This design comes from an exercise in tuning for small area and a short achievable clock period on the open sky130 flow, not from production work. At most, simulation tests tie the RTL to the original design; equivalence was not proved. Only the layout flow was run in runs 5 and 6; the RTL was not checked for function there. In runs 6 and 7 the design's own scripts or RTL, not TritonCTS, make the clock network. The clock input has no modelled driver; a real chip could not lean on it and would need a root buffer or a full tree. No activity file was given, so power comes from the tool's default toggle rates.

===== run.sh =====
#!/bin/bash
# synth_recipe.tcl (not shown) runs the flow's synth.tcl, then flattens the netlist and writes it again
# the make line also repeats each setting of config.mk as NAME=value (left out here)
make -C /OpenROAD-flow-scripts/flow DESIGN_CONFIG=/design/flow/config.mk WORK_HOME=/design/flow/orfs CLKGATE_MAP_FILE= SYNTH_SCRIPT=/design/flow/synth_recipe.tcl finish

===== config.mk =====
export PLATFORM = sky130hd
export DESIGN_NAME = spi
export DESIGN_NICKNAME = spi
export VERILOG_FILES = /design/flow/design.v
export SDC_FILE = /design/flow/constraint.sdc
export NUM_CORES = 4
export LEC_CHECK = 0
export CAP_MARGIN = 20
export CORE_MARGIN = 2
export CORE_UTILIZATION = 40
export CTS_CLUSTER_DIAMETER = 100
export CTS_CLUSTER_SIZE = 30
export SETUP_SLACK_MARGIN = 3.8
export SLEW_MARGIN = 20

===== constraint.sdc =====
create_clock -name core_clock -period 5.5 [get_ports {clk}]
set_input_delay 1.1000 -clock core_clock [delete_from_list [all_inputs] [get_ports {clk}]]
set_output_delay 1.1000 -clock core_clock [all_outputs]
set_load 0.01 [all_outputs]

===== design.v =====
module spi_slave_interface(MOSI, SS_n, clk, rst_n, MISO, word, waddr, ld_wd, ld_ra, rd_data);
	input MOSI, SS_n, clk, rst_n;
	output reg MISO;
	output [7:0] word;
	output reg [7:0] waddr;
	output ld_wd, ld_ra;
	input [7:0] rd_data;
	reg [4:0] cnt;
	reg [8:0] sh;
	reg at11;
	assign word = {sh[6:0], MOSI};
	assign ld_wd = at11 && sh[8:7] == 2'b01;
	assign ld_ra = at11 && sh[8:7] == 2'b10;
	always @(posedge clk) begin
		sh <= {sh[7:0], MOSI};
		if (~rst_n || SS_n) cnt <= 0;
		else cnt <= cnt + 1'b1;
		at11 <= rst_n && ~SS_n && (cnt == 5'd10);
		MISO <= rd_data[3'd3 - cnt[2:0]];
	end
	always @(posedge clk) begin
		if (~rst_n) waddr <= 0;
		else if (at11 && sh[8:7] == 2'b00) waddr <= word;
	end
endmodule
module ram(clk, word, waddr, ld_wd, ld_ra, rd_data);
	input clk;
	input [7:0] word, waddr;
	input ld_wd, ld_ra;
	output reg [7:0] rd_data;
	reg [7:0] wa, wd, ra;
	reg [3:0] ph;
	reg wr_hit;
	reg [1:0] half [0:7];
	wire [7:0] wa_n = ld_wd ? waddr : wa;
	wire [3:0] ph_rd = ph - 4'd2;
	wire rd_hit = (ph_rd[2:0] == ra[2:0]);
	always @(posedge clk) begin
		ph <= ph + 1'b1;	 
		wa <= wa_n;
		if (ld_wd) wd <= word;
		if (ld_ra) ra <= word;
		wr_hit <= (ph[2:0] + 3'd1 == wa_n[2:0]);
	end
	genvar j, r;
	generate
		for (j = 0; j < 8; j = j + 1) begin : plane
			wire [31:0] f0;
			wire wbit = wd[j] ^ ph[3];
			for (r = 0; r < 32; r = r + 1) begin : rg
				reg [7:0] f;
				always @(posedge clk) begin
					f[7:1] <= f[6:0];
					f[0] <= (wr_hit && wa[7:3] == r) ? wbit : ~f[7];
				end
				assign f0[r] = f[0];
			end
			always @(posedge clk) begin
				half[j][0] <= f0[{1'b0, ra[6:3]}];
				half[j][1] <= f0[{1'b1, ra[6:3]}];
				if (rd_hit) rd_data[j] <= half[j][ra[7]] ^ ph_rd[3];
			end
		end
	endgenerate
endmodule
module spi(MOSI, SS_n, clk, rst_n, MISO);
	input MOSI, SS_n, clk, rst_n;
	output MISO;
	wire [7:0] word, waddr, rd_data;
	wire ld_wd, ld_ra;
	spi_slave_interface slave(.MOSI(MOSI), .SS_n(SS_n), .clk(clk), .rst_n(rst_n), .MISO(MISO),
		.word(word), .waddr(waddr), .ld_wd(ld_wd), .ld_ra(ld_ra), .rd_data(rd_data));
	ram mem(.clk(clk), .word(word), .waddr(waddr), .ld_wd(ld_wd), .ld_ra(ld_ra), .rd_data(rd_data));
endmodule

==> results of run 1 <==
==> cell type report <==
class                   count  area, um2  share of cell area, %
repair buffers            122       1650                   3.02
multi-input cells         500       6030                   11.0
inverters                   5       18.8                 0.0343
clock inverters             3       32.5                 0.0595
clock buffers              91       2130                   3.89
flip-flops and latches   2125      42800                   78.3
well taps                1612       2020                   3.69
diodes                      1       2.50                0.00457
==> registers in the layout, indices dropped and copies added, names as in the netlist <==
register	cells
mem.rd_data	8
slave.waddr	8
slave.at11	1
mem.wd	8
mem.ra	8
mem.ph	4
slave.MISO	1
slave.sh	9
mem.plane.rg.f	2048
mem.wa	8
slave.cnt	5
mem.half	16
mem.wr_hit	1
==> routing by layer <==
layer	vias to the layer above	wire length (um)	track usage (%)
met2	253	36400	19.9
met1	9277	42400	19.4
met4	0	1280	3.28
met3	89	3030	2.16
li1	9001	-	-
met5	-	0	0
==> final timing paths <==
kind,to,slack [ns],cells past startpoint
worst max-delay path,MISO,3.27,1
worst max register to register,mem.half[6][1],3.63,8
worst min-delay path,mem.plane[0].rg[17].f[4],0.32,0
worst min register to register,mem.plane[0].rg[17].f[4],0.32,0
==> cell families after synthesis <==
| family | after synthesis | synth area share (%) |
|---|---|---|
| AO/OA/AOI/OAI | 32 | 0.495 |
| XOR/XNOR | 27 | 0.503 |
| adder cells (fa/ha/maj) | 5 | 0.129 |
| buffers and inverters | 63 | 0.575 |
| flip-flops | 2125 | 88.3 |
| multiplexers | 342 | 8.77 |
| AND/OR/NAND/NOR | 94 | 1.27 |
==> through the flow <==
step / hold WS, ns / std cells / util (%) / setup WS (ns)
final: 0.318 / 4459 / 45.5 / 3.27
after global routing: 0.327 / 4458 / 45.5 / 3.20
after CTS: 0.322 / 4435 / 45.2 / 3.20
after detailed placement: 0.312 / 4265 / 42.1 / 3.02
after global placement: 0.310 / 4263 / 42.1 / 2.98
after floorplan: 0.310 / 2688 / - / 3.81
==> what timing repair did <==
| item | in CTS | in global routing |
|---|---|---|
| gates resized for setup | 111 | 41 |
| endpoints found under the setup margin | 290 | 200 |
| pin swaps | 36 | 32 |
| setup buffers | 66 | 22 |
| cloned | 10 | 1 |
| endpoints found under the hold margin | 0 | 0 |
==> synth_stat cells, types with 2 or more instances <==
cell	count	share of area, %
sky130_fd_sc_hd__buf_4	4	0.062
sky130_fd_sc_hd__dfxtp_1	2096	86
sky130_fd_sc_hd__mux4_2	66	3.1
sky130_fd_sc_hd__mux2_2	4	0.093
sky130_fd_sc_hd__nor3_4	4	0.13
sky130_fd_sc_hd__nor3b_2	2	0.052
sky130_fd_sc_hd__nand4b_1	3	0.054
sky130_fd_sc_hd__buf_6	2	0.046
sky130_fd_sc_hd__nor2_1	9	0.070
sky130_fd_sc_hd__buf_1	2	0.015
sky130_fd_sc_hd__nor2_2	12	0.15
sky130_fd_sc_hd__nor3_1	2	0.021
sky130_fd_sc_hd__mux2i_1	272	5.6
sky130_fd_sc_hd__inv_1	5	0.039
sky130_fd_sc_hd__a22oi_1	32	0.50
sky130_fd_sc_hd__nor2b_1	12	0.15
sky130_fd_sc_hd__nand2_1	21	0.16
sky130_fd_sc_hd__nand3_1	2	0.021
sky130_fd_sc_hd__and3_1	2	0.026
sky130_fd_sc_hd__nand2_2	11	0.14
sky130_fd_sc_hd__clkbuf_1	40	0.31
sky130_fd_sc_hd__xnor2_1	20	0.36
sky130_fd_sc_hd__buf_2	9	0.093
sky130_fd_sc_hd__nor4_4	2	0.088
sky130_fd_sc_hd__xor2_1	6	0.11
sky130_fd_sc_hd__nand2b_1	3	0.039
sky130_fd_sc_hd__ha_1	5	0.13
sky130_fd_sc_hd__edfxtp_1	29	1.8
==> power by group through the flow <==
stage | Clock [uW] | Combinational [uW] | Sequential [uW]
2_1_floorplan | 0 | 4.14 | 15800
3_5_place_dp | 0 | 10.7 | 15800
5_1_grt | 7750 | 11.4 | 15400
3_3_place_gp | 0 | 10.4 | 15800
6_report | 7010 | 10.6 | 15400
4_1_cts | 7210 | 10.8 | 15400
==> impl_metrics.yaml, run 1 <==
floorplan:
  dieArea_um2: 124000
  io_pins: 5
  horizontal_die_dimension_um: 352
  floorplan.initialDensity_pct: 40.4
  fp.coreArea_um2: 120000
  chipHeight_um: 352
  rows: 127
power_and_ir_drop:
  total_power_divided_by_cell_area_nw_per_um2: 410
  power.switching_fraction_pct: 18.9
  vdd.ir_drop.worst_mv: 0.213
  post-layout-total-power_uw: 22400
  clock_power_share_pct: 31.2
  power_frac_seq_pct: 68.7
  leakagePower_uw: 0.0214
  net-switching-power_uw: 4230
  intPower_uw: 18200
  combinationalPowerShare_pct: 0
critical_path:
  setup.worst_path.start: "slave.MISO"
  timing.critical_path.from_type: "flop"
  critical_path_type: "flop to output port"
  cp_bufs_invs: 1
  reg2reg_from: "mem.ra[3]"
  worst_path_dominant_cell_family: "flip-flops"
  crit_path_max_incr_delay_ns: 0.36
  cp_slowest_cell: "sky130_fd_sc_hd__dfxtp_2"
  crit_required_ns: 4.40
  critical_path_arrival_ns: 1.13
  worstSetupEndpointType: "output port"
  crit_path_max_fanout: 1
  worstPathCellList: "buf_6"
global_routing:
  grt.overflow.total: 0
  grt_max_degree: 33
  initial_antenna_violation_count: 3
  globalRouteTotalUtil_pct: 13.1
  wire_length_of_the_first_global_routing_pass_um: 122000
  first_global_vias: 18881
synth:
  number_of_enable_type_register_cells_in_the_synthesized_netlist: 29
  ys.warnings.count: 3
  ys_seq_area_share_pct: 88.3
  synth_nets: 2697
  syn-cell-area_um2: 48500
  synth_seq_cells: 2125
  post_synth_inst_count: 2688
  yosys.cell_types.count: 39
  syn_avg_cell_area_um2: 18.1
  postSynth.asyncResetShare_pct: 0
  synth_top_flop_cell: "sky130_fd_sc_hd__dfxtp_1"
clock_tree:
  cts.clk_slew.worst_paths_ns: 0.10
  h-tree-depth: 3
  tritoncts_clock_tree: "yes"
  cts-root-to-sink-buffers: 3
  cts_hold_buffers: 0
  cts_sink_cnt: 2125
  clkLatencyLatePin_ns: 0.67
  cts_root_buffer: "sky130_fd_sc_hd__clkbuf_16"
  tritoncts.num_buffers: 80
outcome:
  run_status: "complete, no violations"
final_layout:
  fin_nets: 2843
  drive_gt1_share_pct: 12.9
  layout-area-overhead-vs-synth_pct: 12.8
  fillers: 10113
  layout.cells.most_common_list: "sky130_fd_sc_hd__dfxtp_1, sky130_fd_sc_hd__mux2i_1, sky130_fd_sc_hd__clkbuf_16, sky130_fd_sc_hd__mux4_2, sky130_fd_sc_hd__buf_4"
  mostFrequentLayoutCell: "sky130_fd_sc_hd__dfxtp_1"
  design_area_um2: 54700
timing:
  fin_skew_ns: 0.0290
  final-setup-viol-count: 0
  unrepaired_setup_endpoints_after_global_routing: "true"
  worst_slew_margin_rel_pct: 35.4
  finalCritPeriodShare_pct: 40.5
  tns_ns: 0
  timing_worst_slew_pin_value_ns: 0.969
  layout_min_cycle_time_ns: 2.23
  finalMaxSlewViolations: 0
  finalHoldViolCount: 0
  fmax_ghz: 0.449
routing:
  first_iter_violations: 1261
  postRouteAntennaNets: 0
  vias: 18620
  routed_wirelength_um: 83100
  vias_per_cell: 4.18
  drc_errors: 0
  dr.pass1.iters: 4
  wire_per_inst_um: 18.6
run:
  cap_viol_max_count: 0
placement:
  post-dp-hpwl_um: 47200
  weighted_congestion_at_the_end_of_routability_driven_global_placement: 0.774
  buffers_added_on_ports: 4
  placedInstanceArea_um2: 50600
min_path:
  hold_path_startpoint: "mem.plane[0].rg[17].f[3]"
  hold_path.class: "flop to flop"
==> inputs of run 2 (changes only) <==
--- a/config.mk
+++ b/config.mk
@@ -11,4 +11,4 @@
 export CTS_CLUSTER_DIAMETER = 100
 export CTS_CLUSTER_SIZE = 30
-export SETUP_SLACK_MARGIN = 3.8
+export SETUP_SLACK_MARGIN = 3.5
 export SLEW_MARGIN = 20
==> impl_metrics.yaml, run 2 <==
final_layout:
  layout.cells.non_filler: 4402
  mostFrequentLayoutCell: "sky130_fd_sc_hd__dfxtp_1"
  registers.top_by_ff_count: "mem.plane.rg.f"
  layout-area-overhead-vs-synth_pct: 10.6
  largest_register_ff_count: 2048
  fin_nets: 2787
  drive_gt1_share_pct: 10.5
  reg_top3: "mem.plane.rg.f x2048, mem.half x16, slave.sh x9"
  layout.cells.most_common_list: "sky130_fd_sc_hd__dfxtp_1, sky130_fd_sc_hd__mux2i_1, sky130_fd_sc_hd__clkbuf_16, sky130_fd_sc_hd__mux4_2, sky130_fd_sc_hd__buf_4"
  num_antenna_cells: 0
timing:
  worst_slew_margin_rel_pct: 51.8
  fmax_ghz: 0.452
  unrepaired_setup_endpoints_after_global_routing: "true"
  final-setup-viol-count: 0
  tns_ns: 0
  finalMaxSlewViolations: 0
  fin_skew_ns: 0.0373
  finalHoldViolCount: 0
  layout_min_cycle_time_ns: 2.21
  timing_worst_slew_pin_value_ns: 0.719
  finalCritPeriodShare_pct: 40.2
synth:
  ys_seq_area_share_pct: 88.3
  synth_nets: 2697
  synth_top_area_cell: "sky130_fd_sc_hd__dfxtp_1"
  post_synth_inst_count: 2688
  number_of_enable_type_register_cells_in_the_synthesized_netlist: 29
  postSynth.asyncResetShare_pct: 0
  ys.warnings.count: 3
  synth_top_flop_cell: "sky130_fd_sc_hd__dfxtp_1"
  ys_top_cells_by_count: "sky130_fd_sc_hd__dfxtp_1, sky130_fd_sc_hd__mux2i_1, sky130_fd_sc_hd__mux4_2"
  synth_largest_type_area_fraction_pct: 86.5
  syn-cell-area_um2: 48500
  synth_seq_cells: 2125
  syn_avg_cell_area_um2: 18.1
  ys_top_cells_by_area: "sky130_fd_sc_hd__dfxtp_1, sky130_fd_sc_hd__mux2i_1, sky130_fd_sc_hd__mux4_2, sky130_fd_sc_hd__edfxtp_1, sky130_fd_sc_hd__a22oi_1"
  yosys.cell_types.count: 39
  synthMostInstantiatedCell: "sky130_fd_sc_hd__dfxtp_1"
global_routing:
  grt_max_degree: 37
  first_global_vias: 18913
  wire_length_of_the_first_global_routing_pass_um: 116000
  grt.overflow.total: 0
  globalRouteTotalUtil_pct: 12.3
  initial_antenna_violation_count: 0
power_and_ir_drop:
  total_power_divided_by_cell_area_nw_per_um2: 418
  post-layout-total-power_uw: 22400
  leakagePower_uw: 0.0209
  vdd.ir_drop.worst_mv: 0.374
floorplan:
  fp.coreArea_um2: 120000
  chipHeight_um: 352
  floorplan.initialDensity_pct: 40.4
  rows: 127
  io_pins: 5
  dieArea_um2: 124000
  horizontal_die_dimension_um: 352
routing:
  routed_wirelength_um: 76000
  postRouteAntennaNets: 0
  dr.pass1.iters: 4
  first_iter_violations: 987
  vias: 18076
  wire_per_inst_um: 17.3
  drc_errors: 0
  vias_per_cell: 4.11
clock_tree:
  cts_sink_cnt: 2125
  clkLatencyLatePin_ns: 0.68
  h-tree-depth: 3
  tritoncts.num_buffers: 81
  cts.clk_slew.worst_paths_ns: 0.11
  tritoncts_clock_tree: "yes"
  cts_root_buffer: "sky130_fd_sc_hd__clkbuf_16"
  cts-root-to-sink-buffers: 3
critical_path:
  worstSetupEndpointType: "output port"
  cp_slowest_cell: "sky130_fd_sc_hd__dfxtp_2"
  critical_path_arrival_ns: 1.11
  crit_path_max_fanout: 1
  crit_path_max_incr_delay_ns: 0.34
  crit_required_ns: 4.40
  cp_bufs_invs: 1
  worst_path_dominant_cell_family: "flip-flops"
  worstPathCellList: "buf_6"
  critical_path_type: "flop to output port"
  timing.critical_path.from_type: "flop"
min_path:
  hold_path.class: "flop to flop"
run:
  cap_viol_max_count: 0
placement:
  buffers_added_on_ports: 4
  place.detailed.instances: 4264
  weighted_congestion_at_the_end_of_routability_driven_global_placement: 0.751
  post-dp-hpwl_um: 45200
outcome:
  run_status: "complete, no violations"
run 2: cell counts after synthesis:
Identical to the previous run, type by type.
run 2: final cells by class:
type | instances | area (um2)
well taps | 1612 | 2020
clock buffers | 89 | 2100
repair buffers | 65 | 857
clock inverters | 6 | 67.6
multi-input cells | 500 | 5760
fillers | 10249 | 66500
flip-flops and latches | 2125 | 42800
inverters | 5 | 18.8
run 2: timing repair:
action,CTS,global route
resized for setup,54,25
pin swaps,10,13
buffers inserted,21,19
cloned,3,0
setup endpoints to repair,269,218
hold buffers,0,0
run 2: logic make-up after synthesis:
family	share of synthesized area, %
xor+xnor	0.503
mux	8.77
fa+ha+maj	0.129
buf+inv	0.575
simple gates	1.27
compound gates	0.495
flops	88.3
run 2: report_power, final:
part           switching (uW)  internal (uW)
sequential               6.55          15400
clock                    4220           2770
combinational            4.41           5.69
total                    4230          18200
run 2: metrics by stage:
| stage | util [%] | instance area (um2) | hold WS, ns | setup slack [ns] |
|---|---|---|---|---|
| after CTS | 44.4 | 53300 | 0.309 | 3.15 |
| after global routing | 44.7 | 53700 | 0.317 | 3.23 |
| after detailed placement | 42.1 | 50500 | 0.312 | 2.90 |
| after floorplan | - | 48500 | 0.310 | 3.65 |
| final | 44.7 | 53700 | 0.310 | 3.29 |
| after global placement | 42.1 | 50500 | 0.310 | 2.84 |
run 2: worst paths after layout:
check,from,to,cells past startpoint,slack [ns]
worst max-delay path,slave.MISO,MISO,1,3.29
worst max register to register,mem.ra[3],mem.half[2][1],6,3.46
worst min register to register,mem.plane[3].rg[21].f[4],mem.plane[3].rg[21].f[5],0,0.31
worst min-delay path,mem.plane[3].rg[21].f[4],mem.plane[3].rg[21].f[5],0,0.31
run 2: per-layer routing:
metal	vias to the layer above	global-route usage [%]	routed length, um
li1	8866	-	-
met1	8945	17.6	38700
met2	165	19.0	33400
met3	100	1.90	1930
met4	0	3.88	1990
met5	-	0	0
==> inputs of run 3 (changes only) <==
==> flow/run.sh (new file) <==
#!/bin/bash
# The standard layout, except that the top of the clock tree is rebuilt after
# CTS: the clock port drives four buffers, one per region of the die, and each
# of those drives the leaf buffers of its region (see retree.tcl). Every tool's
# output goes to a log file of its own in this folder.
set -euo pipefail
R=orfs/results/sky130hd/spi/base
bash standard.sh cts > log_1_std_to_cts.txt 2>&1
cat > retree_run.tcl <<TCL
read_db $R/4_cts.odb
set NQ 4
source flow/retree.tcl
detailed_placement
check_placement
write_db $R/4_cts.odb
TCL
openroad -no_init -exit retree_run.tcl > log_2_retree.txt 2>&1
bash standard.sh finish > log_3_std_finish.txt 2>&1
==> flow/retree.tcl (new file) <==
# Replace the top of the clock tree (the root buffer and the level below it)
# by NQ buffers driven straight from the clock port, each driving the leaf
# buffers of one region of the die.
if {![info exists NQ]} { set NQ 4 }
set block [ord::get_db_block]
set clkport [$block findBTerm clk]
set clknet [$clkport getNet]
proc in_loads {net} {
  set r {}
  foreach it [$net getITerms] { if {[[$it getMTerm] getIoType] eq "INPUT"} { lappend r $it } }
  return $r
}
proc out_of {inst} {
  foreach it [$inst getITerms] { if {[[$it getMTerm] getIoType] eq "OUTPUT"} { return $it } }
  return ""
}
set top {}
set topnets {}
set leaves {}
set dummies {}
foreach r [in_loads $clknet] {
  set ri [$r getInst]
  lappend top $ri
  set rn [[out_of $ri] getNet]
  lappend topnets $rn
  foreach m [in_loads $rn] {
    set mi [$m getInst]
    set mo [out_of $mi]
    if {$mo eq "" || [$mo getNet] eq "NULL"} { lappend dummies $mi; continue }
    lappend top $mi
    set mn [$mo getNet]
    lappend topnets $mn
    foreach l [in_loads $mn] {
      set li [$l getInst]
      set lo [out_of $li]
      if {$lo eq "" || [$lo getNet] eq "NULL"} { lappend dummies $li; continue }
      lappend leaves $l
    }
  }
}
puts "retree: top buffers [llength $top], leaves [llength $leaves], dummy loads [llength $dummies]"
# split the leaves into NQ groups: NQ=4 by the medians of x then y within each half
proc xy {it} { set b [[$it getInst] getBBox]; return [list [expr {([$b xMin]+[$b xMax])/2}] [expr {([$b yMin]+[$b yMax])/2}]] }
proc split2 {its axis} {
  set s [lsort -integer -index 1 [lmap it $its { list $it [lindex [xy $it] $axis] }]]
  set h [expr {[llength $s]/2}]
  return [list [lmap p [lrange $s 0 [expr {$h-1}]] {lindex $p 0}] [lmap p [lrange $s $h end] {lindex $p 0}]]
}
set groups [list $leaves]
set axis 0
while {[llength $groups] < $NQ} {
  set ng {}
  foreach g $groups { foreach h [split2 $g $axis] { lappend ng $h } }
  set groups $ng
  set axis [expr {1-$axis}]
}
# disconnect and remove the old top of the tree
foreach it [concat $leaves] { $it disconnect }
foreach i [concat $top $dummies] { odb::dbInst_destroy $i }
foreach n $topnets { if {[$n getITermCount] == 0 && [$n getBTermCount] == 0} { odb::dbNet_destroy $n } }
set master [[ord::get_db] findMaster sky130_fd_sc_hd__clkbuf_16]
set k 0
foreach g $groups {
  set sx 0; set sy 0
  foreach it $g { lassign [xy $it] x y; incr sx $x; incr sy $y }
  set cx [expr {$sx/[llength $g]}]; set cy [expr {$sy/[llength $g]}]
  set inst [odb::dbInst_create $block $master "clkbuf_region_${k}_clk"]
  $inst setLocation $cx $cy
  $inst setPlacementStatus PLACED
  set net [odb::dbNet_create $block "clknet_region_${k}_clk"]
  $net setSigType CLOCK
  [$inst findITerm A] connect $clknet
  [$inst findITerm X] connect $net
  foreach it $g { $it connect $net }
  puts "retree: region $k: [llength $g] leaves, buffer at [expr {$cx/1000.0}] [expr {$cy/1000.0}]"
  incr k
}
==> standard.sh (new file) <==
#!/bin/bash
# synth_recipe.tcl (not shown) runs the flow's synth.tcl, then flattens the netlist and writes it again
# the make line also repeats each setting of config.mk as NAME=value (left out here)
make -C /OpenROAD-flow-scripts/flow DESIGN_CONFIG=/design/flow/config.mk WORK_HOME=/design/flow/orfs CLKGATE_MAP_FILE= SYNTH_SCRIPT=/design/flow/synth_recipe.tcl "${@:-finish}"
--- a/config.mk
+++ b/config.mk
@@ -9,6 +9,6 @@
 export CORE_MARGIN = 2
 export CORE_UTILIZATION = 40
-export CTS_CLUSTER_DIAMETER = 100
-export CTS_CLUSTER_SIZE = 30
+export CTS_CLUSTER_DIAMETER = 80
+export CTS_CLUSTER_SIZE = 20
 export SETUP_SLACK_MARGIN = 3.5
 export SLEW_MARGIN = 20
removed: run.sh
==> impl_metrics.yaml, run 3 <==
timing:
  tns_ns: 0
  unrepaired_setup_endpoints_after_global_routing: "true"
  final-setup-viol-count: 0
  finalCritPeriodShare_pct: 38.4
  fin_skew_ns: 0.0244
  setup_slack_ns: 3.39
  fmax_ghz: 0.473
  finalHoldViolCount: 0
  finalMaxSlewViolations: 0
  worst_slew_margin_rel_pct: 23.8
  timing_worst_slew_pin_value_ns: 1.14
  layout_min_cycle_time_ns: 2.11
routing:
  dr.pass1.iters: 4
  postRouteAntennaNets: 0
  drc_errors: 0
  routed_wirelength_um: 76800
  first_iter_violations: 933
  wire_per_inst_um: 17.3
  vias: 18282
  vias_per_cell: 4.11
critical_path:
  cp_slowest_cell: "sky130_fd_sc_hd__dfxtp_2"
  reg2reg_from: "mem.ra[3]"
  cp_bufs_invs: 1
  critical_path_arrival_ns: 1.01
  critical_path.reg2reg.endpoint: "mem.half[2][1]"
  worstSetupEndpointType: "output port"
  r2r.worst_path.cells: 6
  worstPathCellList: "buf_6"
  critical_path_type: "flop to output port"
  crit_path_max_fanout: 1
  timing.critical_path.from_type: "flop"
  setup.reg_to_reg.worst_slack_ns: 3.41
  crit_required_ns: 4.40
  worst_path_dominant_cell_family: "flip-flops"
  crit_path_max_incr_delay_ns: 0.33
global_routing:
  grt_max_degree: 37
  grt.overflow.total: 0
  wire_length_of_the_first_global_routing_pass_um: 118000
  first_global_vias: 19268
  globalRouteTotalUtil_pct: 12.3
  initial_antenna_violation_count: 0
placement:
  place.detailed.instances: 4264
  post-dp-hpwl_um: 45200
  placedInstanceArea_um2: 50500
  buffers_added_on_ports: 4
  place_ws_ns: 2.90
  weighted_congestion_at_the_end_of_routability_driven_global_placement: 0.751
floorplan:
  io_pins: 5
  floorplan.initialDensity_pct: 40.4
  horizontal_die_dimension_um: 352
  fp.coreArea_um2: 120000
  rows: 127
  chipHeight_um: 352
  dieArea_um2: 124000
clock_tree:
  cts.clk_slew.worst_paths_ns: 0.08
  cts_root_buffer: "sky130_fd_sc_hd__clkbuf_16"
  cts_hold_buffers: 0
  h-tree-depth: 3
  clkLatencyLatePin_ns: 0.58
  tritoncts_clock_tree: "yes"
  cts_sink_cnt: 2125
  cts-root-to-sink-buffers: 3
  tritoncts.num_buffers: 117
synth:
  ys_seq_area_share_pct: 88.3
  ys_top_cells_by_count: "sky130_fd_sc_hd__dfxtp_1, sky130_fd_sc_hd__mux2i_1, sky130_fd_sc_hd__mux4_2"
  post_synth_inst_count: 2688
  ys.warnings.count: 3
  ys_top_cells_by_area: "sky130_fd_sc_hd__dfxtp_1, sky130_fd_sc_hd__mux2i_1, sky130_fd_sc_hd__mux4_2, sky130_fd_sc_hd__edfxtp_1, sky130_fd_sc_hd__a22oi_1"
  number_of_enable_type_register_cells_in_the_synthesized_netlist: 29
  yosys.cell_types.count: 39
  synth_top_area_cell: "sky130_fd_sc_hd__dfxtp_1"
  syn-cell-area_um2: 48500
  synthMostInstantiatedCell: "sky130_fd_sc_hd__dfxtp_1"
  synth_seq_cells: 2125
  synth_largest_type_area_fraction_pct: 86.5
  syn_avg_cell_area_um2: 18.1
  postSynth.asyncResetShare_pct: 0
  synth_top_flop_cell: "sky130_fd_sc_hd__dfxtp_1"
  synth_nets: 2697
final_layout:
  mostFrequentLayoutCell: "sky130_fd_sc_hd__dfxtp_1"
  num_antenna_cells: 0
  layout-area-overhead-vs-synth_pct: 12.2
  drive_gt1_share_pct: 11.6
  largest_register_ff_count: 2048
  fin_nets: 2833
  registers.top_by_ff_count: "mem.plane.rg.f"
  layout.cells.most_common_list: "sky130_fd_sc_hd__dfxtp_1, sky130_fd_sc_hd__mux2i_1, sky130_fd_sc_hd__clkbuf_16, sky130_fd_sc_hd__mux4_2, sky130_fd_sc_hd__buf_4"
  reg_top3: "mem.plane.rg.f x2048, mem.half x16, slave.sh x9"
  layout.cells.non_filler: 4448
  design_area_um2: 54500
min_path:
  hold_path_startpoint: "mem.plane[5].rg[16].f[5]"
  min_delay_path_depth: 0
  hold_path.class: "flop to flop"
  worstHoldEndpoint: "mem.plane[5].rg[16].f[6]"
power_and_ir_drop:
  total_power_divided_by_cell_area_nw_per_um2: 429
  vdd.ir_drop.worst_mv: 0.385
  leakagePower_uw: 0.0213
outcome:
  run_status: "complete, no violations"
run:
  cap_viol_max_count: 0
-- run 3: report_power, final --
group	switching, uW	internal (uW)	total (uW)
Combinational	4.29	5.69	9.99
Clock	4370	3590	7960
Sequential	6.50	15400	15400
Total	4380	19000	23400
-- run 3: cell type report --
| cell class | count | area [um2] |
|---|---|---|
| multi-input cells | 500 | 5730 |
| plain buffers | 4 | 100 |
| clock buffers | 117 | 2740 |
| flip-flops and latches | 2125 | 42800 |
| well taps | 1612 | 2020 |
| fillers | 10183 | 65700 |
| clock inverters | 5 | 46.3 |
| inverters | 5 | 18.8 |
| repair buffers | 80 | 972 |
-- run 3: worst max path at each step --
stage                    start                       end  slack, ns  cells past startpoint
floorplan            mem.ph[1]            mem.rd_data[0]       3.65                      4
global placement     mem.ra[3]            mem.half[3][1]       2.84                      4
detailed placement   mem.ra[3]            mem.half[3][1]       2.90                      4
CTS                  mem.wa[4]  mem.plane[7].rg[13].f[0]       3.16                      3
global route        slave.MISO                      MISO       3.34                      1
finish              slave.MISO                      MISO       3.39                      1
-- run 3: logic make-up (layout without fill, tap and decap cells) --
| logic type | count (synthesis) | count (layout) | share of synthesized area, % |
|---|---|---|---|
| flops | 2125 | 2125 | 88.3 |
| fa+ha+maj | 5 | 5 | 0.129 |
| xor+xnor | 27 | 27 | 0.503 |
| simple gates | 94 | 94 | 1.27 |
| buf+inv | 63 | 211 | 0.575 |
| compound gates | 32 | 32 | 0.495 |
| mux | 342 | 342 | 8.77 |
-- run 3: stage by stage --
step,total power (uW),hold slack [ns],util [%]
2_1_floorplan,15800,0.310,-
3_3_place_gp,15800,0.310,42.1
3_5_place_dp,15800,0.312,42.1
4_1_cts,24000,0.307,45.1
5_1_grt,24200,0.326,45.3
6_report,23400,0.322,45.3
-- run 3: per-layer routing --
metal  global-route usage, %  part of all wire [%]  vias up
met5                       0                     0        -
met4                    3.55                   2.9        0
met3                    2.02                   3.5      123
met2                    19.0                    44      202
met1                    17.7                    50     8974
li1                        -                     -     8983
-- run 3: what timing repair did --
item	CTS	global route
buffers inserted	23	32
endpoints found under the setup margin	264	174
pin swaps	17	15
gates resized for setup	52	20
cloned	2	1
==> inputs of run 4 (changes only) <==
--- a/config.mk
+++ b/config.mk
@@ -9,6 +9,6 @@
 export CORE_MARGIN = 2
 export CORE_UTILIZATION = 40
-export CTS_CLUSTER_DIAMETER = 80
-export CTS_CLUSTER_SIZE = 20
+export CTS_CLUSTER_DIAMETER = 100
+export CTS_CLUSTER_SIZE = 30
 export SETUP_SLACK_MARGIN = 3.5
 export SLEW_MARGIN = 20
==> impl_metrics.yaml, run 4 <==
run:
  cap_viol_max_count: 0
critical_path:
  crit_path_max_incr_delay_ns: 0.34
  crit_path_max_fanout: 1
  cp_bufs_invs: 1
  worstSetupEndpointType: "output port"
  cp_slowest_cell: "sky130_fd_sc_hd__dfxtp_2"
  worst_path_dominant_cell_family: "flip-flops"
  crit_required_ns: 4.40
  timing.critical_path.from_type: "flop"
  worstPathCellList: "buf_6"
  critical_path_arrival_ns: 0.95
  critical_path_type: "flop to output port"
floorplan:
  io_pins: 5
  floorplan.initialDensity_pct: 40.4
  rows: 127
  fp.coreArea_um2: 120000
  chipHeight_um: 352
  dieArea_um2: 124000
  horizontal_die_dimension_um: 352
clock_tree:
  clkLatencyLatePin_ns: 0.52
  tritoncts.num_buffers: 81
  cts_root_buffer: "sky130_fd_sc_hd__clkbuf_16"
  cts-root-to-sink-buffers: 3
  cts.clk_slew.worst_paths_ns: 0.10
  tritoncts_clock_tree: "yes"
  cts_hold_buffers: 0
  h-tree-depth: 3
  cts_sink_cnt: 2125
timing:
  setup_slack_ns: 3.45
  worst_slew_margin_rel_pct: 52.1
  fin_skew_ns: 0.0312
  tns_ns: 0
  finalMaxSlewViolations: 0
  final-setup-viol-count: 0
  fmax_ghz: 0.487
  finalHoldViolCount: 0
  unrepaired_setup_endpoints_after_global_routing: "true"
  finalCritPeriodShare_pct: 37.3
  layout_min_cycle_time_ns: 2.05
  timing_worst_slew_pin_value_ns: 0.715
power_and_ir_drop:
  total_power_divided_by_cell_area_nw_per_um2: 412
  post-layout-total-power_uw: 22000
  leakagePower_uw: 0.0208
  vdd.ir_drop.worst_mv: 0.373
synth:
  ys.warnings.count: 3
  synth_largest_type_area_fraction_pct: 86.5
  syn-cell-area_um2: 48500
  ys_top_cells_by_count: "sky130_fd_sc_hd__dfxtp_1, sky130_fd_sc_hd__mux2i_1, sky130_fd_sc_hd__mux4_2"
  ys_top_cells_by_area: "sky130_fd_sc_hd__dfxtp_1, sky130_fd_sc_hd__mux2i_1, sky130_fd_sc_hd__mux4_2, sky130_fd_sc_hd__edfxtp_1, sky130_fd_sc_hd__a22oi_1"
  yosys.cell_types.count: 39
  syn_avg_cell_area_um2: 18.1
  synth_seq_cells: 2125
  post_synth_inst_count: 2688
  postSynth.asyncResetShare_pct: 0
  synthMostInstantiatedCell: "sky130_fd_sc_hd__dfxtp_1"
  synth_top_area_cell: "sky130_fd_sc_hd__dfxtp_1"
  synth_nets: 2697
  number_of_enable_type_register_cells_in_the_synthesized_netlist: 29
  ys_seq_area_share_pct: 88.3
  synth_top_flop_cell: "sky130_fd_sc_hd__dfxtp_1"
global_routing:
  grt_max_degree: 37
  first_global_vias: 18809
  initial_antenna_violation_count: 0
  grt.overflow.total: 0
  globalRouteTotalUtil_pct: 12.1
  wire_length_of_the_first_global_routing_pass_um: 116000
final_layout:
  largest_register_ff_count: 2048
  layout-area-overhead-vs-synth_pct: 10.1
  reg_top3: "mem.plane.rg.f x2048, mem.half x16, slave.sh x9"
  registers.top_by_ff_count: "mem.plane.rg.f"
  layout.cells.non_filler: 4391
  num_antenna_cells: 0
  mostFrequentLayoutCell: "sky130_fd_sc_hd__dfxtp_1"
  layout.cells.most_common_list: "sky130_fd_sc_hd__dfxtp_1, sky130_fd_sc_hd__mux2i_1, sky130_fd_sc_hd__clkbuf_16, sky130_fd_sc_hd__mux4_2, sky130_fd_sc_hd__buf_4"
  final_core_util_pct: 44.5
  drive_gt1_share_pct: 10.1
  fin_nets: 2781
routing:
  dr.pass1.iters: 4
  vias_per_cell: 4.10
  drc_errors: 0
  first_iter_violations: 1028
  wire_per_inst_um: 17.3
  routed_wirelength_um: 75900
  vias: 17987
  postRouteAntennaNets: 0
placement:
  weighted_congestion_at_the_end_of_routability_driven_global_placement: 0.751
  post-dp-hpwl_um: 45200
  buffers_added_on_ports: 4
  place_ws_ns: 2.90
  place.detailed.instances: 4264
min_path:
  hold_path.class: "flop to flop"
outcome:
  run_status: "complete, no violations"
[run 4: per-layer routing]
metal  track usage, %  vias to the layer above  share of wire [%]
met5                0                        -                  0
met4             3.19                        0                2.6
met3             1.79                       96                2.7
met2             19.0                      164                 44
met1             17.6                     8884                 51
li1                 -                     8843                  -
[run 4: stage by stage]
stage                     hold slack [ns]  cell area (um2)
after floorplan                     0.310            48500
after global placement              0.310            50500
after detailed placement            0.312            50500
after CTS                           0.309            53300
after global routing                0.325            53400
final                               0.319            53400
[run 4: cell type report]
type                            instances  area [um2]
Tap cell                             1612        2020
Sequential cell                      2125       42800
Fill cell                           10264       66700
Clock inverter                          3        41.3
Buffer                                  4         100
Multi-Input combinational cell        500        5740
Inverter                                5        18.8
Clock buffer                           78        1820
Timing Repair Buffer                   64         862
[run 4: final timing paths]
| check | startpoint | to | cells after the start | slack (ns) |
|---|---|---|---|---|
| max | slave.MISO | MISO | 1 | 3.45 |
| min | mem.plane[1].rg[23].f[3] | mem.plane[1].rg[23].f[4] | 0 | 0.32 |
| max reg2reg | mem.ra[3] | mem.half[2][1] | 6 | 3.48 |
| min reg2reg | mem.plane[1].rg[23].f[3] | mem.plane[1].rg[23].f[4] | 0 | 0.32 |
[run 4: cell families after synthesis]
kind of cell	share of synthesized area [%]
and+or+nand+nor	1.27
DFF	88.3
xor gates and xnor gates	0.503
buffers and inverters	0.575
adders and majority gates	0.129
muxes	8.77
AOI/OAI and AO/OA	0.495
[run 4: where the power goes]
group	switching (uW)	internal [uW]
sequential	6.56	15400
combinational	4.45	5.70
clock	4110	2500
total	4120	17900
[run 4: timing repair]
item                                    CTS  global route
pin swaps                                10            16
buffers inserted                         21            18
endpoints found under the setup margin  269           200
cloned                                    3             0
gates resized for setup                  54            22
==> inputs of run 5 (changes only) <==
--- a/design.v
+++ b/design.v
@@ -33,4 +33,5 @@
 	reg wr_hit;
 	reg [1:0] half [0:7];
+	reg [3:0] rsel [0:1];
 	wire [7:0] wa_n = ld_wd ? waddr : wa;
 	wire [3:0] ph_rd = ph - 4'd2;
@@ -41,4 +42,6 @@
 		if (ld_wd) wd <= word;
 		if (ld_ra) ra <= word;
+		rsel[0] <= ra[6:3];
+		rsel[1] <= ra[6:3];
 		wr_hit <= (ph[2:0] + 3'd1 == wa_n[2:0]);
 	end
@@ -57,6 +60,6 @@
 			end
 			always @(posedge clk) begin
-				half[j][0] <= f0[{1'b0, ra[6:3]}];
-				half[j][1] <= f0[{1'b1, ra[6:3]}];
+				half[j][0] <= f0[{1'b0, rsel[j/4]}];
+				half[j][1] <= f0[{1'b1, rsel[j/4]}];
 				if (rd_hit) rd_data[j] <= half[j][ra[7]] ^ ph_rd[3];
 			end
--- a/flow/retree.tcl
+++ b/flow/retree.tcl
@@ -3,4 +3,6 @@
 # buffers of one region of the die.
 if {![info exists NQ]} { set NQ 4 }
+if {![info exists REGION_CELL]} { set REGION_CELL {sky130_fd_sc_hd__clkbuf_16 A X} }
+if {![info exists LEAF_CELL]} { set LEAF_CELL {} }
 set block [ord::get_db_block]
 set clkport [$block findBTerm clk]
@@ -59,5 +61,6 @@
 foreach i [concat $top $dummies] { odb::dbInst_destroy $i }
 foreach n $topnets { if {[$n getITermCount] == 0 && [$n getBTermCount] == 0} { odb::dbNet_destroy $n } }
-set master [[ord::get_db] findMaster sky130_fd_sc_hd__clkbuf_16]
+lassign $REGION_CELL rcell rin rout
+set master [[ord::get_db] findMaster $rcell]
 set k 0
 foreach g $groups {
@@ -70,8 +73,30 @@
   set net [odb::dbNet_create $block "clknet_region_${k}_clk"]
   $net setSigType CLOCK
-  [$inst findITerm A] connect $clknet
-  [$inst findITerm X] connect $net
+  [$inst findITerm $rin] connect $clknet
+  [$inst findITerm $rout] connect $net
   foreach it $g { $it connect $net }
   puts "retree: region $k: [llength $g] leaves, buffer at [expr {$cx/1000.0}] [expr {$cy/1000.0}]"
   incr k
 }
+
+# optionally rebuild the leaf buffers in another cell
+if {[llength $LEAF_CELL]} {
+  lassign $LEAF_CELL lcell lin lout
+  set lm [[ord::get_db] findMaster $lcell]
+  set n 0
+  foreach it $leaves {
+    set old [$it getInst]
+    set in [$it getNet]
+    set out [[out_of $old] getNet]
+    lassign [$old getLocation] x y
+    set nm [$old getName]
+    odb::dbInst_destroy $old
+    set new [odb::dbInst_create $block $lm $nm]
+    $new setLocation $x $y
+    $new setPlacementStatus PLACED
+    [$new findITerm $lin] connect $in
+    [$new findITerm $lout] connect $out
+    incr n
+  }
+  puts "retree: rebuilt $n leaves as $lcell"
+}
==> impl_metrics.yaml, run 5 <==
outcome:
  run_status: "complete, no violations"
synth:
  synth_top_area_cell: "sky130_fd_sc_hd__dfxtp_1"
  syn-cell-area_um2: 48600
  ys.warnings.count: 4
  ys_top_cells_by_count: "sky130_fd_sc_hd__dfxtp_1, sky130_fd_sc_hd__mux2i_1, sky130_fd_sc_hd__mux4_2"
  number_of_enable_type_register_cells_in_the_synthesized_netlist: 29
  ys_top_cells_by_area: "sky130_fd_sc_hd__dfxtp_1, sky130_fd_sc_hd__mux2i_1, sky130_fd_sc_hd__mux4_2, sky130_fd_sc_hd__edfxtp_1, sky130_fd_sc_hd__a22oi_1"
  synth_seq_cells: 2129
  ys_seq_area_share_pct: 88.3
  yosys.cell_types.count: 39
  synthMostInstantiatedCell: "sky130_fd_sc_hd__dfxtp_1"
  synth_top_flop_cell: "sky130_fd_sc_hd__dfxtp_1"
  post_synth_inst_count: 2692
  syn_avg_cell_area_um2: 18.1
  synth_largest_type_area_fraction_pct: 86.5
  synth_nets: 2701
  postSynth.asyncResetShare_pct: 0
power_and_ir_drop:
  intPower_uw: 18000
  power.switching_fraction_pct: 18.7
  vdd.ir_drop.worst_mv: 0.294
  combinationalPowerShare_pct: 0.1
  net-switching-power_uw: 4150
  leakagePower_uw: 0.0208
  clock_power_share_pct: 30.3
  total_power_divided_by_cell_area_nw_per_um2: 416
  power_frac_seq_pct: 69.6
critical_path:
  crit_path_max_incr_delay_ns: 0.33
  crit_path_max_fanout: 1
  setup.reg_to_reg.worst_slack_ns: 3.48
  worstSetupEndpointType: "output port"
  worst_path_dominant_cell_family: "flip-flops"
  critical_path_arrival_ns: 0.96
  cp_slowest_cell: "sky130_fd_sc_hd__dfxtp_2"
  crit_required_ns: 4.40
  cp_bufs_invs: 1
  worstPathCellList: "buf_6"
  timing.critical_path.from_type: "flop"
  critical_path_type: "flop to output port"
global_routing:
  grt.overflow.total: 0
  globalRouteTotalUtil_pct: 12.3
  wire_length_of_the_first_global_routing_pass_um: 117000
  initial_antenna_violation_count: 2
  first_global_vias: 18794
  grt_max_degree: 35
clock_tree:
  cts_root_buffer: "sky130_fd_sc_hd__clkbuf_16"
  cts.clk_slew.worst_paths_ns: 0.10
  cts-root-to-sink-buffers: 3
  tritoncts_clock_tree: "yes"
  cts_sink_cnt: 2129
  tritoncts.num_buffers: 82
  clkLatencyLatePin_ns: 0.53
  h-tree-depth: 3
floorplan:
  io_pins: 5
  floorplan.initialDensity_pct: 40.4
  dieArea_um2: 124000
  rows: 127
  horizontal_die_dimension_um: 353
  chipHeight_um: 353
  fp.coreArea_um2: 120000
final_layout:
  drive_gt1_share_pct: 9.33
  fin_nets: 2777
  registers.top_by_ff_count: "mem.plane.rg.f"
  num_antenna_cells: 0
  layout-area-overhead-vs-synth_pct: 9.77
  layout.cells.non_filler: 4389
  largest_register_ff_count: 2048
  mostFrequentLayoutCell: "sky130_fd_sc_hd__dfxtp_1"
  layout.cells.most_common_list: "sky130_fd_sc_hd__dfxtp_1, sky130_fd_sc_hd__mux2i_1, sky130_fd_sc_hd__clkbuf_16, sky130_fd_sc_hd__mux4_2"
  design_area_um2: 53400
  reg_top3: "mem.plane.rg.f x2048, mem.half x16, slave.sh x9"
routing:
  vias_per_cell: 4.14
  routed_wirelength_um: 76500
  dr.pass1.iters: 4
  postRouteAntennaNets: 0
  wire_per_inst_um: 17.4
  vias: 18151
  drc_errors: 0
  first_iter_violations: 998
placement:
  weighted_congestion_at_the_end_of_routability_driven_global_placement: 0.768
  placedInstanceArea_um2: 50700
  place.detailed.instances: 4271
  post-dp-hpwl_um: 45700
  buffers_added_on_ports: 4
timing:
  tns_ns: 0
  timing_worst_slew_pin_value_ns: 0.957
  fmax_ghz: 0.485
  layout_min_cycle_time_ns: 2.06
  fin_skew_ns: 0.0307
  finalMaxSlewViolations: 0
  finalCritPeriodShare_pct: 37.5
  unrepaired_setup_endpoints_after_global_routing: "true"
  final-setup-viol-count: 0
  worst_slew_margin_rel_pct: 36.1
  finalHoldViolCount: 0
min_path:
  hold_path.class: "flop to flop"
run:
  cap_viol_max_count: 0
## run 5: changes by cell type after synthesis
cell	before	now
sky130_fd_sc_hd__dfxtp_1	2096	2100
## run 5: layer usage
metal	share of wire (%)	track usage (%)
met5	0.010	0
met4	2.1	3.12
met3	3.1	1.84
met2	42	18.7
met1	52	18.4
## run 5: kinds of logic after synthesis
kind of cell,after synthesis,synth area share [%]
compound gates,32,0.494
xor+xnor,27,0.502
flops,2129,88.3
fa+ha+maj,5,0.129
mux,342,8.75
buf+inv,63,0.574
simple gates,94,1.27
## run 5: power groups by stage
stage               clock (uW)  combinational, uW  sequential, uW
floorplan                    0               4.14           15800
global placement             0               10.7           15800
detailed placement           0               11.2           15800
CTS                       7320               10.9           15400
global route              7480               11.8           15500
finish                    6730               11.3           15400
## run 5: path summary, 6_finish.rpt
kind                              end  cells after the start                    start
max                              MISO                      1               slave.MISO
min           mem.plane[6].rg[5].f[5]                      0  mem.plane[6].rg[5].f[4]
min reg2reg   mem.plane[6].rg[5].f[5]                      0  mem.plane[6].rg[5].f[4]
max reg2reg  mem.plane[5].rg[16].f[0]                      4                mem.wa[3]
## run 5: repair_timing
item / in CTS / in global routing
gates resized for setup: 26 / 13
pin swaps: 11 / 5
hold endpoints to repair: 0 / 0
setup buffers: 25 / 5
hold buffers: 0 / 0
setup endpoints to repair: 237 / 87
## run 5: through the flow
step	hold WS [ns]	total power (uW)	setup slack, ns	util [%]
floorplan	0.310	15800	3.65	-
global placement	0.310	15800	2.98	42.1
detailed placement	0.312	15800	3.01	42.1
CTS	0.320	22800	3.23	44.4
global route	0.322	22900	3.38	44.4
finish	0.314	22200	3.44	44.4
## run 5: cell type report
| cell class | instances | area [um2] |
|---|---|---|
| plain buffers | 4 | 100 |
| clock buffers | 80 | 1850 |
| clock inverters | 4 | 96.3 |
| fillers | 10250 | 66900 |
| inverters | 5 | 18.8 |
| multi-input cells | 500 | 5650 |
| flip-flops and latches | 2129 | 42900 |
| well taps | 1612 | 2020 |
| repair buffers | 55 | 703 |
==> inputs of run 6 (changes only) <==
--- a/flow/run.sh
+++ b/flow/run.sh
@@ -10,4 +10,6 @@
 read_db $R/4_cts.odb
 set NQ 4
+set REGION_CELL {sky130_fd_sc_hd__buf_16 A X}
+set LEAF_CELL {sky130_fd_sc_hd__buf_12 A X}
 source flow/retree.tcl
 detailed_placement
==> impl_metrics.yaml, run 6 <==
floorplan:
  horizontal_die_dimension_um: 353
  chipHeight_um: 353
  floorplan.initialDensity_pct: 40.4
  io_pins: 5
  fp.coreArea_um2: 120000
  rows: 127
  dieArea_um2: 124000
clock_tree:
  clkLatencyLatePin_ns: 0.46
  cts_hold_buffers: 0
  cts.clk_slew.worst_paths_ns: 0.11
  cts_sink_cnt: 2129
routing:
  first_iter_violations: 998
  postRouteAntennaNets: 0
  wire_per_inst_um: 17.4
  top_layer: "met5"
  vias: 18015
  drc_errors: 0
  routed_wirelength_um: 76500
  met3RoutedLength_um: 2670
  wirelength_met1_um: 39800
  dr.pass1.iters: 5
  vias_per_cell: 4.10
  detail_route_met2_wl_um: 32500
placement:
  post-dp-hpwl_um: 45700
  place.detailed.instances: 4271
  place_ws_ns: 3.01
  weighted_congestion_at_the_end_of_routability_driven_global_placement: 0.768
  buffers_added_on_ports: 4
critical_path:
  timing.critical_path.from_type: "flop"
  setup.reg_to_reg.worst_slack_ns: 3.50
  critical_path_arrival_ns: 0.92
  critical_path_type: "flop to output port"
  cp_slowest_cell: "sky130_fd_sc_hd__dfxtp_2"
  worstSetupEndpointType: "output port"
  crit_path_max_fanout: 1
  worstPathCellList: "buf_6"
  critical_path.reg2reg.endpoint: "mem.half[7][1]"
  r2r.worst_path.cells: 4
  crit_path_max_incr_delay_ns: 0.33
  reg2reg_from: "mem.rsel[0][0]"
  cp_bufs_invs: 1
  crit_required_ns: 4.40
  worst_path_dominant_cell_family: "flip-flops"
timing:
  fin_worst_hold_slack_ns: 0.318
  final-setup-viol-count: 0
  fmax_ghz: 0.496
  fin_skew_ns: 0.0302
  tns_ns: 0
  layout_min_cycle_time_ns: 2.02
  finalMaxSlewViolations: 0
  worst_slew_margin_rel_pct: 35.1
  unrepaired_setup_endpoints_after_global_routing: "true"
  finalCritPeriodShare_pct: 36.7
  timing_worst_slew_pin_value_ns: 0.972
  setup_slack_ns: 3.48
  finalHoldViolCount: 0
synth:
  syn-cell-area_um2: 48600
  synth_largest_type_area_fraction_pct: 86.5
  synthMostInstantiatedCell: "sky130_fd_sc_hd__dfxtp_1"
  ys_top_cells_by_count: "sky130_fd_sc_hd__dfxtp_1, sky130_fd_sc_hd__mux2i_1, sky130_fd_sc_hd__mux4_2"
  synth_seq_cells: 2129
  syn_avg_cell_area_um2: 18.1
  ys.warnings.count: 4
  synth_top_area_cell: "sky130_fd_sc_hd__dfxtp_1"
  ys_top_cells_by_area: "sky130_fd_sc_hd__dfxtp_1, sky130_fd_sc_hd__mux2i_1, sky130_fd_sc_hd__mux4_2, sky130_fd_sc_hd__edfxtp_1, sky130_fd_sc_hd__a22oi_1"
  synth_top_flop_cell: "sky130_fd_sc_hd__dfxtp_1"
  post_synth_inst_count: 2692
  ys_seq_area_share_pct: 88.3
  synth_nets: 2701
  yosys.cell_types.count: 39
  number_of_enable_type_register_cells_in_the_synthesized_netlist: 29
  postSynth.asyncResetShare_pct: 0
power_and_ir_drop:
  clock_power_share_pct: 29.7
  combinationalPowerShare_pct: 0.1
  total_power_divided_by_cell_area_nw_per_um2: 415
  power_frac_seq_pct: 70.3
  power.switching_fraction_pct: 19.2
  vdd.ir_drop.worst_mv: 0.331
  net-switching-power_uw: 4210
  leakagePower_uw: 0.0206
  intPower_uw: 17800
final_layout:
  fin_nets: 2777
  fillers: 10299
  num_antenna_cells: 0
  registers.top_by_ff_count: "mem.plane.rg.f"
  mostFrequentLayoutCell: "sky130_fd_sc_hd__dfxtp_1"
  layout.cells.non_filler: 4389
  final_core_util_pct: 44.1
  largest_register_ff_count: 2048
  reg_top3: "mem.plane.rg.f x2048, mem.half x16, slave.sh x9"
  layout.cells.most_common_list: "sky130_fd_sc_hd__dfxtp_1, sky130_fd_sc_hd__mux2i_1, sky130_fd_sc_hd__buf_12, sky130_fd_sc_hd__mux4_2"
  drive_gt1_share_pct: 9.33
  layout-area-overhead-vs-synth_pct: 9.02
global_routing:
  globalRouteTotalUtil_pct: 12.3
  grt.overflow.total: 0
  grt_max_degree: 35
  wire_length_of_the_first_global_routing_pass_um: 117000
  initial_antenna_violation_count: 2
  first_global_vias: 18757
run:
  cap_viol_max_count: 0
min_path:
  worstHoldEndpoint: "mem.plane[5].rg[9].f[4]"
  hold_path.class: "flop to flop"
  hold_path_startpoint: "mem.plane[5].rg[9].f[3]"
  min_delay_path_depth: 0
outcome:
  run_status: "complete, no violations"
run 6: area by class of cell:
type | instances | area (um2) | share of cell area (%)
Timing Repair Buffer | 55 | 703 | 1.33
Clock inverter | 4 | 96.3 | 0.182
Tap cell | 1612 | 2020 | 3.81
Clock buffer | 7 | 26.3 | 0.0496
Inverter | 5 | 18.8 | 0.0354
Multi-Input combinational cell | 500 | 5640 | 10.6
Buffer | 77 | 1570 | 2.97
Sequential cell | 2129 | 42900 | 81.0
run 6: timing repair:
action,CTS,global route
pin swaps,11,5
setup buffers,25,5
resized for setup,26,12
endpoints found under the setup margin,237,94
run 6: power groups by stage:
stage               combinational [uW]  clock, uW  sequential, uW
floorplan                         4.14          0           15800
global placement                  10.7          0           15800
detailed placement                11.2          0           15800
CTS                               10.9       7320           15400
global route                      11.8       7270           15400
finish                            11.2       6520           15400
run 6: cells by family after synthesis:
logic type      Yosys count  synth area share [%]
buf+inv                  63                 0.574
simple gates             94                  1.27
xor+xnor                 27                 0.502
mux                     342                  8.75
compound gates           32                 0.494
flops                  2129                  88.3
fa+ha+maj                 5                 0.129
run 6: stage by stage:
stage / total power, uW / area (um2)
2_1_floorplan: 15800 / 48600
3_3_place_gp: 15800 / 50600
3_5_place_dp: 15800 / 50700
4_1_cts: 22800 / 53400
5_1_grt: 22700 / 53000
6_report: 22000 / 53000
run 6: how the worst max path moves through the flow:
stage | slack, ns | end | cells after the start | from
2_1_floorplan | 3.65 | mem.rd_data[0] | 4 | mem.ph[1]
3_3_place_gp | 2.98 | mem.half[5][0] | 4 | mem.rsel[0][0]
5_1_grt | 3.41 | mem.plane[3].rg[28].f[0] | 4 | mem.wa[3]
3_5_place_dp | 3.01 | mem.half[5][0] | 4 | mem.rsel[0][0]
6_report | 3.48 | MISO | 1 | slave.MISO
4_1_cts | 3.23 | MISO | 1 | slave.MISO
run 6: layer usage:
layer,global-route usage (%),vias to the layer above
li1,-,8857
met1,18.5,8886
met2,18.6,181
met3,1.82,89
met4,3.15,2
met5,0,-
==> inputs of run 7 (changes only) <==
==> design.v (replaced) <==
module spi_slave_interface(MOSI, SS_n, clk, rst_n, MISO, word, ld_wa, ld_wd, ld_ra, rd_data);
	input MOSI, SS_n, clk, rst_n;
	output reg MISO;
	output [7:0] word;
	output ld_wa, ld_wd, ld_ra;
	input [7:0] rd_data;
	reg [4:0] cnt;
	reg [8:0] sh;
	reg at11;
	assign word = {sh[6:0], MOSI};
	assign ld_wa = at11 && rst_n && sh[8:7] == 2'b00;
	assign ld_wd = at11 && rst_n && sh[8:7] == 2'b01;
	assign ld_ra = at11 && rst_n && sh[8:7] == 2'b10;
	always @(posedge clk) begin
		sh <= {sh[7:0], MOSI};
		if (~rst_n || SS_n) cnt <= 0;
		else cnt <= cnt + 1'b1;
		at11 <= rst_n && ~SS_n && (cnt == 5'd10);
		MISO <= rd_data[3'd3 - cnt[2:0]];
	end
endmodule
module ram(clk, rst_n, word, ld_wa, ld_wd, ld_ra, rd_data);
	input clk, rst_n;
	input [7:0] word;
	input ld_wa, ld_wd, ld_ra;
	output reg [7:0] rd_data;
	reg [7:0] wa_hi;
	reg [3:0] wa_mid, wr_mid;
	reg [2:0] wa_lo;
	reg wa_zero, wr_on;
	reg [7:0] wd, ra;
	reg [3:0] ph;
	reg [1:0] half [0:7];
	reg [3:0] rsel [0:1];
	wire ld_a = ld_wa || (ld_wd && wa_zero);
	wire [7:0] a_new = ld_wa ? word : 8'd0;
	wire [7:0] wa_hi_n = ld_a ? (8'd1 << a_new[7:5]) : wa_hi;
	wire [3:0] wa_mid_n = ld_a ? (4'd1 << a_new[4:3]) : wa_mid;
	wire [2:0] wa_lo_n = ld_a ? a_new[2:0] : wa_lo;
	wire wr_on_n = ld_wd ? 1'b1 : ld_wa ? 1'b0 : wr_on;
	wire [3:0] ph_rd = ph - 4'd2;
	wire rd_hit = (ph_rd[2:0] == ra[2:0]);
	always @(posedge clk) begin
		ph <= ph + 1'b1;	 
		wa_hi <= wa_hi_n;
		wa_mid <= wa_mid_n;
		wa_lo <= wa_lo_n;
		wr_on <= wr_on_n;
		if (~rst_n) wa_zero <= 1'b1;
		else if (ld_wa || ld_wd) wa_zero <= 1'b0;
		if (ld_wd) wd <= word;
		wr_mid <= (wr_on_n && ph[2:0] + 3'd1 == wa_lo_n) ? wa_mid_n : 4'd0;
		if (ld_ra) ra <= word;
		rsel[0] <= ra[6:3];
		rsel[1] <= ra[6:3];
	end
	genvar j, r;
	generate
		for (j = 0; j < 8; j = j + 1) begin : plane
			wire [31:0] f0;
			wire wbit = wd[j] ^ ph[3];
			for (r = 0; r < 32; r = r + 1) begin : rg
				reg [7:0] f;
				always @(posedge clk) begin
					f[7:1] <= f[6:0];
					f[0] <= (wa_hi[r / 4] && wr_mid[r % 4]) ? wbit : ~f[7];
				end
				assign f0[r] = f[0];
			end
			always @(posedge clk) begin
				half[j][0] <= f0[{1'b0, rsel[j / 4]}];
				half[j][1] <= f0[{1'b1, rsel[j / 4]}];
				if (rd_hit) rd_data[j] <= half[j][ra[7]] ^ ph_rd[3];
			end
		end
	endgenerate
endmodule
module spi(MOSI, SS_n, clk, rst_n, MISO);
	input MOSI, SS_n, clk, rst_n;
	output MISO;
	wire [7:0] word, rd_data;
	wire ld_wa, ld_wd, ld_ra;
	spi_slave_interface slave(.MOSI(MOSI), .SS_n(SS_n), .clk(clk), .rst_n(rst_n), .MISO(MISO),
		.word(word), .ld_wa(ld_wa), .ld_wd(ld_wd), .ld_ra(ld_ra), .rd_data(rd_data));
	ram mem(.clk(clk), .rst_n(rst_n), .word(word), .ld_wa(ld_wa), .ld_wd(ld_wd), .ld_ra(ld_ra), .rd_data(rd_data));
endmodule
--- a/config.mk
+++ b/config.mk
@@ -8,5 +8,5 @@
 export CAP_MARGIN = 20
 export CORE_MARGIN = 2
-export CORE_UTILIZATION = 40
+export CORE_UTILIZATION = 60
 export CTS_CLUSTER_DIAMETER = 100
 export CTS_CLUSTER_SIZE = 30
==> impl_metrics.yaml, run 7 <==
synth:
  synth_top_family_by_area: "multiplexers"
  yosys.cell_types.count: 43
  synth_xor_area_share_pct: 0.469
  syn-cell-area_um2: 48500
  ys_top_cells_by_area: "sky130_fd_sc_hd__dfxtp_1, sky130_fd_sc_hd__a21oi_1, sky130_fd_sc_hd__mux4_2, sky130_fd_sc_hd__nor2_1, sky130_fd_sc_hd__edfxtp_1"
  number_of_enable_type_register_cells_in_the_synthesized_netlist: 32
  proportion_of_synthesized_area_in_mux_cells_pct: 4.24
  synthesized_area_fraction_occupied_by_adder_cells_pct: 0.129
  synth_largest_type_area_fraction_pct: 86.7
  synth_compound_area_share_pct: 2.87
  synth_nets: 2958
  synth_top_area_cell: "sky130_fd_sc_hd__dfxtp_1"
  synthMostInstantiatedCell: "sky130_fd_sc_hd__dfxtp_1"
  post_synth_inst_count: 2949
  ys.warnings.count: 4
  ys_top_cells_by_count: "sky130_fd_sc_hd__dfxtp_1, sky130_fd_sc_hd__nor2_1, sky130_fd_sc_hd__a21oi_1"
  syn_avg_cell_area_um2: 16.5
  synth_seq_cells: 2133
  yosys.area_share.simple_pct: 2.75
  ys_seq_area_share_pct: 88.7
  synth_top_flop_cell: "sky130_fd_sc_hd__dfxtp_1"
  postSynth.asyncResetShare_pct: 0
final_layout:
  layout-area-overhead-vs-synth_pct: 6.74
  fin_nets: 2997
  fillers: 5637
  layout.cells.most_common_list: "sky130_fd_sc_hd__dfxtp_1, sky130_fd_sc_hd__nor2_1, sky130_fd_sc_hd__a21oi_1, sky130_fd_sc_hd__buf_12, sky130_fd_sc_hd__mux4_2"
  registers.top_by_ff_count: "mem.plane.rg.f"
  drive_gt1_share_pct: 6.75
  largest_register_ff_count: 2048
  num_antenna_cells: 0
  layout.cells.non_filler: 4053
  mostFrequentLayoutCell: "sky130_fd_sc_hd__dfxtp_1"
  reg_top3: "mem.plane.rg.f x2048, mem.half x16, slave.sh x9"
global_routing:
  globalRouteTotalUtil_pct: 18.9
  initial_antenna_violation_count: 4
  wire_length_of_the_first_global_routing_pass_um: 116000
  first_global_vias: 18729
  grt.overflow.total: 0
  grt_max_degree: 33
floorplan:
  fp.coreArea_um2: 80300
  dieArea_um2: 83200
  io_pins: 5
  chipHeight_um: 288
  rows: 104
  horizontal_die_dimension_um: 288
  floorplan.initialDensity_pct: 60.4
run:
  cap_viol_max_count: 0
critical_path:
  crit_required_ns: 4.40
  crit_path_max_incr_delay_ns: 0.34
  setup.reg_to_reg.worst_slack_ns: 3.50
  r2r.worst_path.cells: 4
  cp_slowest_cell: "sky130_fd_sc_hd__dfxtp_2"
  crit_path_max_fanout: 1
  worstPathCellList: "buf_6"
  cp.depth: 1
  worstSetupEndpointType: "output port"
  cp_bufs_invs: 1
  worst_path_dominant_cell_family: "flip-flops"
  critical_path_type: "flop to output port"
  timing.critical_path.from_type: "flop"
  critical_path_arrival_ns: 0.91
  critical_path.reg2reg.endpoint: "mem.half[3][0]"
  reg2reg_from: "mem.rsel[0][0]"
routing:
  postRouteAntennaNets: 0
  vias_per_cell: 4.74
  drc_errors: 0
  wire_per_inst_um: 19.4
  routed_wirelength_um: 78800
  vias: 19230
  dr.pass1.iters: 5
  first_iter_violations: 1154
outcome:
  run_status: "complete, no violations"
clock_tree:
  cts.clk_slew.worst_paths_ns: 0.11
  cts_sink_cnt: 2133
  clkLatencyLatePin_ns: 0.47
  cts_hold_buffers: 0
placement:
  place.detailed.instances: 3945
  place_ws_ns: 2.38
  post-dp-hpwl_um: 45900
  buffers_added_on_ports: 4
  weighted_congestion_at_the_end_of_routability_driven_global_placement: 0.774
power_and_ir_drop:
  total_power_divided_by_cell_area_nw_per_um2: 423
  vdd.ir_drop.worst_mv: 0.319
  leakagePower_uw: 0.0199
timing:
  worst_slew_margin_rel_pct: 44.2
  timing_worst_slew_pin_value_ns: 0.834
  fin_worst_hold_slack_ns: 0.304
  finalCritPeriodShare_pct: 36.6
  unrepaired_setup_endpoints_after_global_routing: "true"
  final-setup-viol-count: 0
  fmax_ghz: 0.496
  fin_skew_ns: 0.0267
  finalMaxSlewViolations: 0
  setup_slack_ns: 3.49
  tns_ns: 0
  layout_min_cycle_time_ns: 2.01
  finalHoldViolCount: 0
min_path:
  min_delay_path_depth: 0
  hold_path.class: "flop to flop"
  worstHoldEndpoint: "mem.plane[7].rg[13].f[5]"
  hold_path_startpoint: "mem.plane[7].rg[13].f[4]"
[run 7: cell count changes in the layout (fill, tap and decap cells not counted), moves of 21 or more]
| cell | delta |
|---|---|
| sky130_fd_sc_hd__a22oi_1 | -29 |
| sky130_fd_sc_hd__nand2_1 | +21 |
| sky130_fd_sc_hd__nor2_1 | +256 |
| sky130_fd_sc_hd__mux4_1 | +28 |
| sky130_fd_sc_hd__a21oi_1 | +258 |
| sky130_fd_sc_hd__mux2i_1 | -264 |
[run 7: metal layers]
layer	share of wire (%)	GRT usage, %	up-vias
li1	-	-	9525
met5	0	0	-
met4	2.3	5.01	0
met3	4.1	3.03	103
met1	53	30.3	9312
met2	41	26.6	290
[run 7: cells by family after synthesis]
logic type | after synthesis
xor gates and xnor gates | 26
buffers and inverters | 90
AOI/OAI and AO/OA | 271
muxes | 91
DFF | 2133
and+or+nand+nor | 333
adders and majority gates | 5
[run 7: area by class of cell]
class,count,area (um2),share of cell area (%)
flip-flops and latches,2133,43000,83.1
plain buffers,76,1550,3.00
clock inverters,1,30.0,0.0580
inverters,8,30.0,0.0580
well taps,1060,1330,2.56
repair buffers,43,531,1.02
clock buffers,6,22.5,0.0435
multi-input cells,726,5270,10.2
[run 7: stage by stage]
stage	instance area [um2]	utilization (%)	total power, uW
after detailed placement	49800	62.0	15900
after global placement	49800	62.0	15900
after CTS	52200	65.0	22700
final	51800	64.5	21900
after floorplan	48500	-	15800
after global routing	51800	64.5	22600
[run 7: where the power goes]
part | total, uW | switching, uW | internal [uW]
Sequential | 15500 | 9.70 | 15500
Combinational | 12.8 | 5.62 | 7.18
Clock | 6400 | 4180 | 2220
[run 7: worst max-delay path by stage]
stage | from | endpoint
finish | slave.MISO | MISO
global route | mem.wr_mid[1] | mem.plane[4].rg[25].f[0]
CTS | slave.MISO | MISO
detailed placement | rst_n | mem.wr_mid[1]
global placement | rst_n | mem.wr_mid[1]
floorplan | rst_n | mem.wr_mid[1]
[run 7: what timing repair did]
| action | in CTS | in global routing |
|---|---|---|
| setup buffers | 19 | 2 |
| resized for setup | 17 | 24 |
| endpoints found under the hold margin | 0 | 0 |
| pin swaps | 5 | 6 |
| endpoints found under the setup margin | 120 | 128 |
| cloned | 0 | 4 |

separate check: timing with driven ports:
The flow's constraints put no driver on any port. The routed layouts listed below were extracted and timed again, unchanged, in two steps. Step 1 (the two cells are an assumption about what drives the block):
set clk [get_ports {clk}]
set_driving_cell -lib_cell sky130_fd_sc_hd__clkbuf_16 $clk
set_driving_cell -lib_cell sky130_fd_sc_hd__buf_2 [delete_from_list [all_inputs] $clk]
Step 2 moves the port delays by t, midway between the first and last clock arrival at a register: inputs arrive t later, outputs are due t later. That takes back most of the time a late clock gives input paths. Three values: ideal ports, drivers, drivers and shift; two values: the first two.
| run | shift t [ns] | setup slack, ns | hold slack, ns | latest minus earliest clock arrival (ns) | worst data-port slew with drivers (ns) |
|---|---|---|---|---|---|
| run 1 | 0.722 | 3.272 / 3.207 / 3.204 | 0.318 / 0.318 / 0.318 | 0.033 / 0.033 | 0.04 |
| run 2 | 0.719 | 3.287 / 3.225 / 3.265 | 0.310 / 0.310 / 0.310 | 0.047 / 0.046 | 0.03 |
| run 3 | 0.711 | 3.388 / 3.248 / 3.237 | 0.322 / 0.322 / 0.322 | 0.026 / 0.026 | 0.03 |
| run 4 | 0.643 | 3.448 / 3.311 / 3.254 | 0.319 / 0.319 / 0.319 | 0.036 / 0.036 | 0.03 |
| run 5 | 0.647 | 3.438 / 3.296 / 3.176 | 0.314 / 0.314 / 0.314 | 0.057 / 0.057 | 0.08 |
| run 6 | 0.617 | 3.484 / 3.327 / 3.150 | 0.318 / 0.318 / 0.318 | 0.055 / 0.056 | 0.08 |
| run 7 | 0.623 | 3.486 / 3.322 / 2.989 | 0.304 / 0.304 / 0.304 | 0.039 / 0.038 | 0.12 |
After both steps setup and hold are still met in every run listed. The setup slack of run 7, which loses most, moves by -0.164 ns with the drivers and by -0.497 ns with both steps.
